What follows belongs to an exercise in optimizing a design on an open flow for a short achievable clock period and few clock cycles; a production flow would make more cautious choices.
Function was checked by simulation only, so behaviour that the tests miss may differ from the original.
No activity file was given, so power comes from the tool's default toggle rates.

## run.sh

```bash
#!/bin/bash
# synth_recipe.tcl (not shown) runs the flow's synth.tcl, then flattens the netlist and writes it again
# the make line also repeats each setting of config.mk as NAME=value (left out here)
make -C /OpenROAD-flow-scripts/flow DESIGN_CONFIG=/design/flow/config.mk WORK_HOME=/design/flow/orfs CLKGATE_MAP_FILE= SYNTH_SCRIPT=/design/flow/synth_recipe.tcl finish
```

## config.mk

```make
export PLATFORM = sky130hd
export DESIGN_NAME = luu_core
export DESIGN_NICKNAME = luu_core
export VERILOG_FILES = /design/flow/design.v
export SDC_FILE = /design/flow/constraint.sdc
export NUM_CORES = 4
export LEC_CHECK = 0
export ABC_CLOCK_PERIOD_IN_PS = 2000
export CAP_MARGIN = 20
export CORE_MARGIN = 2
export CORE_UTILIZATION = 40
export SETUP_SLACK_MARGIN = 4.5
export SLEW_MARGIN = 20
```

## constraint.sdc

```tcl
create_clock -name core_clock -period 7.0 [get_ports {clk}]
set_input_delay 1.4000 -clock core_clock [delete_from_list [all_inputs] [get_ports {clk}]]
set_output_delay 1.4000 -clock core_clock [all_outputs]
set_load 0.01 [all_outputs]
```

## design.v

```verilog
module luu_core(
	input wire        clk,
	input wire        rst,  
	output wire[31:0] imem_addr,  
	input wire[31:0]  imem_data,  
	output wire       dmem_en,  
	output wire       dmem_we,
	output wire[31:0] dmem_addr,
	output wire[31:0] dmem_wdata,
	input wire[31:0]  dmem_rdata  
);
	reg rst_q;
	always @(posedge clk) rst_q <= rst;
	reg [31:0] pc;
	wire       redirect;
	wire [31:0] redirect_pc;
	wire [31:0] fw = imem_data;
	wire [31:0] f_sx20 = {{12{fw[31]}}, fw[31:12]};
	wire        f_rs1z = (fw[11:7] == 5'd0);
	wire        f_isj  = (fw[2:0] == 3'b010) & ~fw[3];
	wire        f_isb  = (fw[2:0] == 3'b011);
	wire        f_back = (f_sx20 < pc);
	wire        f_pred = f_rs1z & (f_isj | (f_isb & ((fw[6:3] == 4'b1111) |
	                      ((fw[6:3] != 4'b0000) & f_back))));
	wire [31:0] pc_plus4 = pc + 32'd4;
	wire [31:0] next_pc = redirect ? redirect_pc : (f_pred ? f_sx20 : pc_plus4);
	reg [31:0] pc_n;
	always @(posedge clk) begin
		if (~rst) begin
			pc   <= 32'd0;
			pc_n <= 32'hFFFFFFFF;
		end else begin
			pc   <= next_pc;
			pc_n <= ~next_pc;
		end
	end
	assign imem_addr = ~pc_n;
	reg        d_valid;
	reg [31:0] d_ir;
	reg [31:0] d_pc;
	reg        d_pred;
	always @(posedge clk) begin
		if (~rst)
			d_valid <= 1'b0;
		else
			d_valid <= ~redirect;
		d_ir   <= fw;
		d_pc   <= pc;
		d_pred <= f_pred;
	end
	wire [2:0]  op   = d_ir[2:0];
	wire [3:0]  func = d_ir[6:3];
	wire [4:0]  rs1  = d_ir[11:7];
	wire [4:0]  rs2  = d_ir[16:12];
	wire [4:0]  rdf  = d_ir[21:17];
	wire [31:0] sx20 = {{12{d_ir[31]}}, d_ir[31:12]};
	wire [31:0] sx15 = {{17{d_ir[31]}}, d_ir[31:17]};
	wire [31:0] hi15 = {d_ir[31:17], 17'd0};
	wire i_imm  = (op == 3'b000) & (func[1:0] == 2'b00);
	wire i_imls = (op == 3'b000) & (func[1:0] == 2'b01);
	wire i_addi = (op == 3'b000) & (func[1:0] == 2'b11);
	wire i_cal  = (op == 3'b001);
	wire i_j    = (op == 3'b010) & ~func[0];
	wire i_link = (op == 3'b010) &  func[0];
	wire i_b    = (op == 3'b011);
	wire i_ld   = (op == 3'b100);
	wire i_st   = (op == 3'b101);
	reg [31:0] rf [1:31];
	reg        w_we;
	reg [4:0]  w_rd;
	reg [31:0] w_data;
	integer k;
	always @(posedge clk) begin
		if (~rst_q) begin
			for (k = 1; k < 32; k = k + 1) rf[k] <= 32'd0;
		end else if (w_we) begin
			rf[w_rd] <= w_data;
		end
	end
	wire [31:0] rf1 = (rs1 == 5'd0) ? 32'd0 : rf[rs1];
	wire [31:0] rf2 = (rs2 == 5'd0) ? 32'd0 : rf[rs2];
	reg         e_valid, e_wen, e_ld;
	reg  [4:0]  e_rd;
	wire [31:0] res;
	wire        e_wr = e_valid & e_wen;      
	wire be1 = e_wr & (e_rd == rs1);
	wire be2 = e_wr & (e_rd == rs2);
	wire bw1 = w_we & (w_rd == rs1);
	wire bw2 = w_we & (w_rd == rs2);
	wire [31:0] r1_early = (be1 & e_ld) ? dmem_rdata : bw1 ? w_data : rf1;
	wire [31:0] r2_early = (be2 & e_ld) ? dmem_rdata : bw2 ? w_data : rf2;
	wire ba1 = be1 & ~e_ld;
	wire ba2 = be2 & ~e_ld;
	wire [31:0] r1 = ba1 ? res : r1_early;
	wire [31:0] r2 = ba2 ? res : r2_early;
	wire a_pc   = i_link;
	wire a_zero = i_imm | ~(i_imls | i_addi | i_cal | i_j | i_link | i_b | i_ld | i_st);
	wire [31:0] a_other = a_pc ? d_pc : (a_zero ? 32'd0 : r1_early);
	wire        a_res   = ba1 & ~a_pc & ~a_zero;
	wire [31:0] d_a = a_res ? res : a_other;
	wire b_reg  = i_cal | i_ld;
	wire b_20   = i_imm | i_j | i_link | i_b;
	wire b_15   = i_addi | i_st;
	wire b_hi   = i_imls;
	wire [31:0] d_bimm = b_20 ? sx20 : b_15 ? sx15 : b_hi ? hi15 : 32'd0;
	wire d_sub = i_cal & (func == 4'b0001);
	wire [31:0] b_other = b_reg ? (r2_early ^ {32{d_sub}}) : d_bimm;
	wire        b_res   = ba2 & b_reg;
	wire [31:0] d_b = b_res ? (res ^ {32{d_sub}}) : b_other;
	wire s_sum  = ~i_cal | (func == 4'b0000) | (func == 4'b0001);
	wire s_shr  = i_cal & ((func == 4'b0100) | (func == 4'b1001));
	wire s_shl  = i_cal & (func == 4'b0101);
	wire s_and  = i_cal & (func == 4'b0110);
	wire s_or   = i_cal & (func == 4'b0111);
	wire s_not  = i_cal & (func == 4'b1000);
	wire s_xor  = i_cal & (func == 4'b1010);
	wire s_land = i_cal & (func == 4'b1011);
	wire s_lor  = i_cal & (func == 4'b1100);
	wire s_lnot = i_cal & (func == 4'b1101);
	wire s_def  = i_cal & ((func == 4'b0010) | (func == 4'b0011) |
	                       (func == 4'b1110) | (func == 4'b1111));
	wire d_wen = i_imm | i_imls | i_addi | i_cal | i_link | i_ld | (i_st & func[0]);
	wire [4:0] d_rd = (i_imm | i_imls | i_link | i_st) ? rs1 : i_addi ? rs2 : rdf;
	reg [31:0] e_a, e_b, e_pc;
	reg [31:0] m_addr, m_wdata;
	reg        e_sub, e_j, e_b_, e_pred;
	reg [3:0]  e_cond;
	reg        e_men, e_mwe;
	reg        e_s_sum, e_s_shr, e_s_shl, e_s_and, e_s_or, e_s_not, e_s_xor,
	           e_s_land, e_s_lor, e_s_lnot, e_s_def;
	wire d_go = d_valid & ~redirect;
	always @(posedge clk) begin
		if (~rst) begin
			e_valid <= 1'b0;
			e_men   <= 1'b0;
			e_mwe   <= 1'b0;
		end else begin
			e_valid <= d_go;
			e_men   <= d_go & (i_ld | i_st);
			e_mwe   <= d_go & i_st;
		end
		e_a     <= d_a;
		e_b     <= d_b;
		m_addr  <= r1;
		m_wdata <= r2;
		e_pc    <= d_pc;
		e_sub   <= d_sub;
		e_wen   <= d_wen & (d_rd != 5'd0);
		e_rd    <= d_rd;
		e_ld    <= i_ld;
		e_j     <= i_j;
		e_b_    <= i_b;
		e_cond  <= func;
		e_pred  <= d_pred;
		e_s_sum <= s_sum; e_s_shr <= s_shr; e_s_shl <= s_shl; e_s_and <= s_and;
		e_s_or <= s_or; e_s_not <= s_not; e_s_xor <= s_xor; e_s_land <= s_land;
		e_s_lor <= s_lor; e_s_lnot <= s_lnot; e_s_def <= s_def;
	end
	wire [31:0] sum;
	wire        cout;
	wire [33:0] sum34 = {1'b0, e_a, 1'b1} + {1'b0, e_b, e_sub};
	assign sum  = sum34[32:1];
	assign cout = sum34[33];
	wire        big = |e_b[31:5];
	wire [31:0] shr = big ? 32'd0 : (e_a >> e_b[4:0]);
	wire [31:0] shl = big ? 32'd0 : (e_a << e_b[4:0]);
	wire a_nz = |e_a;
	wire b_nz = |e_b;
	wire [31:0] other =
		({32{e_s_shr}}  & shr) |
		({32{e_s_shl}}  & shl) |
		({32{e_s_and}}  & (e_a & e_b)) |
		({32{e_s_or}}   & (e_a | e_b)) |
		({32{e_s_not}}  & ~e_a) |
		({32{e_s_xor}}  & (e_a ^ e_b)) |
		{31'd0, e_s_land & a_nz & b_nz} |
		{31'd0, e_s_lor & (a_nz | b_nz)} |
		{31'd0, e_s_lnot & ~a_nz} |
		{e_s_def, 31'd0};
	assign res = e_s_sum ? sum : other;
	wire bz_sub  = &e_b;                               
	wire bp31    = e_sub ? (e_b[31] ^ (&e_b[30:0])) : e_b[31];
	wire c_now   = cout & ~(e_sub & bz_sub);
	wire v_now   = (e_a[31] == bp31) & (res[31] != e_a[31]);
	reg [31:0] fr;
	reg        fc, fv;
	wire fN = fr[31];
	wire fZ = (fr == 32'd0);
	wire fC = fc;
	wire fV = fv;
	reg cond_ok;
	always @(*) begin
		case (e_cond)
			4'b0000: cond_ok = 1'b0;
			4'b0001: cond_ok = ~fZ;
			4'b0010: cond_ok = fC;
			4'b0011: cond_ok = ~fC;
			4'b0100: cond_ok = fN;
			4'b0101: cond_ok = ~fN;
			4'b0110: cond_ok = fV;
			4'b0111: cond_ok = ~fV;
			4'b1000: cond_ok = fC & ~fZ;
			4'b1001: cond_ok = ~(fC & ~fZ);
			4'b1010: cond_ok = (fN == fV);
			4'b1011: cond_ok = (fN != fV);
			4'b1100: cond_ok = ~fZ & (fN == fV);
			4'b1101: cond_ok = fZ | (fN != fV);
			4'b1110: cond_ok = fZ;
			default: cond_ok = 1'b1;
		endcase
	end
	wire taken = e_j | (e_b_ & cond_ok);
	assign redirect = e_valid & (taken != e_pred);
	assign redirect_pc = taken ? sum : (e_pc + 32'd4);
	always @(posedge clk) begin
		if (~rst) begin
			fr <= 32'd0;
			fc <= 1'b0;
			fv <= 1'b0;
		end else if (e_valid) begin
			fr <= taken ? 32'd0 : res;
			fc <= ~taken & c_now;
			fv <= ~taken & v_now;
		end
	end
	always @(posedge clk) begin
		if (~rst)
			w_we <= 1'b0;
		else
			w_we <= e_wr;
		w_rd   <= e_rd;
		w_data <= e_ld ? dmem_rdata : res;
	end
	assign dmem_en    = e_men;
	assign dmem_we    = e_mwe;
	assign dmem_addr  = m_addr;
	assign dmem_wdata = m_wdata;
endmodule
```

==> impl_results.md <==
* CP required at 7.74 ns
* Core area at 0.195 mm²
* Area Overhead vs Synth at 32.8%
* Top-area cell type share of the netlist area at 39.2%
* Crit path arrival time at 4.30 ns
* Async SR Flop Fraction at 0%
* Syn Area/Cell at 12.5 µm²
* Fin. Hold Viols at 0
* Top post-synthesis cells by area: edfxtp_1 (39%), mux4_2 (17%), dfxtp_1 (10%), and2_1 (8.1%), mux2i_1 (3.1%)
* Clk Latency, worst-skew pair at 0.88 ns
* Commonest cells after routing, fill and taps aside: edfxtp_1 (1024), and2_1 (1014), mux4_2 (576)
* Synth Register Bits at 1416
* Initial antenna violation count at 26
* Ys flop type: edfxtp_1
* Final Routed Wirelength at 369 mm
* Vias in the first global route at 61500
* Measured slew at the worst slew-check pin at 1.18 ns
* Synthesized area at 0.0784 mm²
* EDFF count, synth at 1024
* Initial core utilization at 40.2%
* Clk pin slew, worst setup/hold paths at 0.06 ns
* TritonCTS Sinks at 1416
* RD Place Congestion at 1.03
* DPL Wire Length at 219 mm
* Final instance area at 0.104 mm²
* Worst relative slew slack at 21.1%
* Max Clk Rate at 281 MHz
* MaxCap Viol Count at 0
* Setup_tns at 0 ns
* Register area share after synthesis at 49.2%
* First DRT Iteration DRCs at 9353
* Max FO, Critical Path at 5
* Depth of the CTS H-tree at 4
* Number of vias per cell at 6.56
* Worst setup SP type: flop
* Post-Syn Nets at 6456
* CTS Hold Buffers Added at 0
* Final Setup Violations at 0
* WS Path Type: reg -> reg
* Area leader, netlist: edfxtp_1
* DR WL/cell at 38.0 µm
* Gr ovfl total at 0
* Die height at 447 µm
* IO Port Bufs at 163
* Leak Pwr at 38.3 nW
* Commonest non-fill, non-tap cell in the layout: edfxtp_1
* DRT antenna net count at 0
* Final min period at 3.55 ns
* Total iterations of the first detailed-routing run at 6
* CTS buffer count at 159
* CTS max path bufs at 3
* Die ar. at 0.200 mm²
* RSZ-0062 raised after global routing: true
* Mapped Cells at 6291
* Die width at 447 µm
* Row count at 162
* CP endpoint kind: flop
* DRC Markers at 0
* PD cells at 248 mW/mm²
* Fin crit share at 50.8%
* Vias at 63700
* Fin. max-slew vios at 0
* Nets at 7131
* Global-route wire length before repair at 503 mm
* Peak VDD IR at 0.263 mV
* CTS tree: built
* GRT Util Overall at 36.4%
* Hold Path Class: reg -> reg
* Top Ports at 164
* Clock Skews at 0.0788 ns
* Layout cells sized above 1 at 42.0%
* Largest net degree at the start of global routing at 58
* Status: timing/DRC/antenna clean
* CTS Root Cell: clkbuf_16
* Placed cell area at 0.0838 mm²
* Unique masters post-synth at 96
* Ys Warns at 1
## timing repair
| action | CTS | global route |
|---|---|---|
| pin swaps | 283 | 186 |
| gates resized for setup | 1960 | 381 |
| setup buffers | 512 | 160 |
| setup endpoints to repair | 2169 | 643 |
| hold endpoints to repair | 0 | 0 |
| cloned | 63 | 3 |
## metrics by stage
stage	power [mW]	util, %	instances	hold slack [ns]	setup slack, ns
floorplan	12.6	-	6291	0.310	3.68
global route	26.2	53.4	9714	0.347	3.46
global placement	14.8	43.0	8688	0.312	0.0651
CTS	24.9	51.9	9550	0.330	3.61
finish	25.8	53.4	9720	0.328	3.45
detailed placement	14.8	43.0	8691	0.319	1.45
## report_power, final
part | switching, mW | internal [mW] | leakage [nW]
Combinational | 4.36 | 3.13 | 22.1
Sequential | 0.596 | 9.43 | 13.8
Clock | 3.72 | 4.59 | 2.43
Total | 8.68 | 17.1 | 38.3
## per-layer routing
metal	global-route usage [%]	vias up	wire length, µm	part of all wire (%)
li1	-	25200	-	-
met1	42.8	32200	125000	34
met2	52.5	4874	156000	42
met3	13.4	1501	48300	13
met4	31.5	24	40300	11
met5	0	-	162	0.044
## cell families after synthesis
group | after synthesis | share of synthesized area, %
and+or+nand+nor | 1918 | 13.5
DFF | 1416 | 49.2
muxes | 902 | 20.8
AOI/OAI and AO/OA | 1042 | 9.19
adders and majority gates | 99 | 1.59
xor gates and xnor gates | 117 | 1.31
buffers and inverters | 797 | 4.32
## final timing paths
path | from | endpoint | slack (ns) | depth (start not counted)
max | e_b[1] | e_a[3] | 3.45 | 16
min | d_pred | e_pred | 0.33 | 0
max reg2reg | e_b[1] | e_a[3] | 3.45 | 16
min reg2reg | d_pred | e_pred | 0.33 | 0
## cells in the mapped netlist (all sizes together), types with 78 or more instances
master     n
mux2      86
inv      181
o21ai    202
o22ai     78
mux4     576
edfxtp  1024
clkbuf   436
ha        98
and2    1021
a221oi    80
nor2     267
buf      176
a21oi    203
dfxtp    392
mux2i    240
nand2    261
## final cells by class
type,instances,area (µm²)
timing repair buffer,1116,12800
tap,2624,3280
inverter,185,782
clock inverter,83,806
sequential,1416,39000
antenna,7,17.5
clock buffer,201,4210
multi-input combinational,4084,43100
timing repair inverter,4,41.3
fill,15900,90700
## worst max-delay path: stages, from the launching register on
cell and delay (ns):
dfxtp_4 0.36, buf_12 0.15, buf_4 0.14, buf_12 0.12, buf_12 0.13, buf_6 0.12, buf_6 0.12, buf_6 0.11
mux4_2 0.44, mux2i_4 0.20, nand3_2 0.09, o21a_1 0.16, o2111a_2 0.21, a211o_4 0.32, mux2i_4 0.28, a21oi_4 0.20
a22o_1 0.25
## registers in the layout, indices dropped and copies added, names as in the netlist, 32 cells and up, named ones only
register and flops:
e_b 32, w_data 32, m_addr 32, pc_n 32, rf 1024, d_ir 32
e_a 32, d_pc 32, fr 32, m_wdata 32, e_pc 32
Testbench counts, summed over its fixed seeds: cycles 78,198.

re-timing with driven ports:
Ports are ideal in the flow. The routed layout listed here was re-timed in OpenROAD. Step 1, drivers: a clkbuf_16 drives clk and a buf_2 each remaining input, both assumed. Step 2 also shifts input and output timing later by t, the mid clock arrival at the registers, as if the neighbouring blocks saw the same clock. a / b / c = no drivers / after step 1 / after step 2; a / b = the first two.
t (ns): 0.931
setup slack, ns: 3.446 / 3.446 / 3.020
hold WS [ns]: 0.328 / 0.328 / 0.328
worst setup path after step 2: input to register
slew at the worst register clock pin (ns): 0.07 / 0.07
After both steps this run still meets setup and hold. For this run, drivers alone change the setup slack by 0.000 ns; drivers and shift together by -0.426 ns.
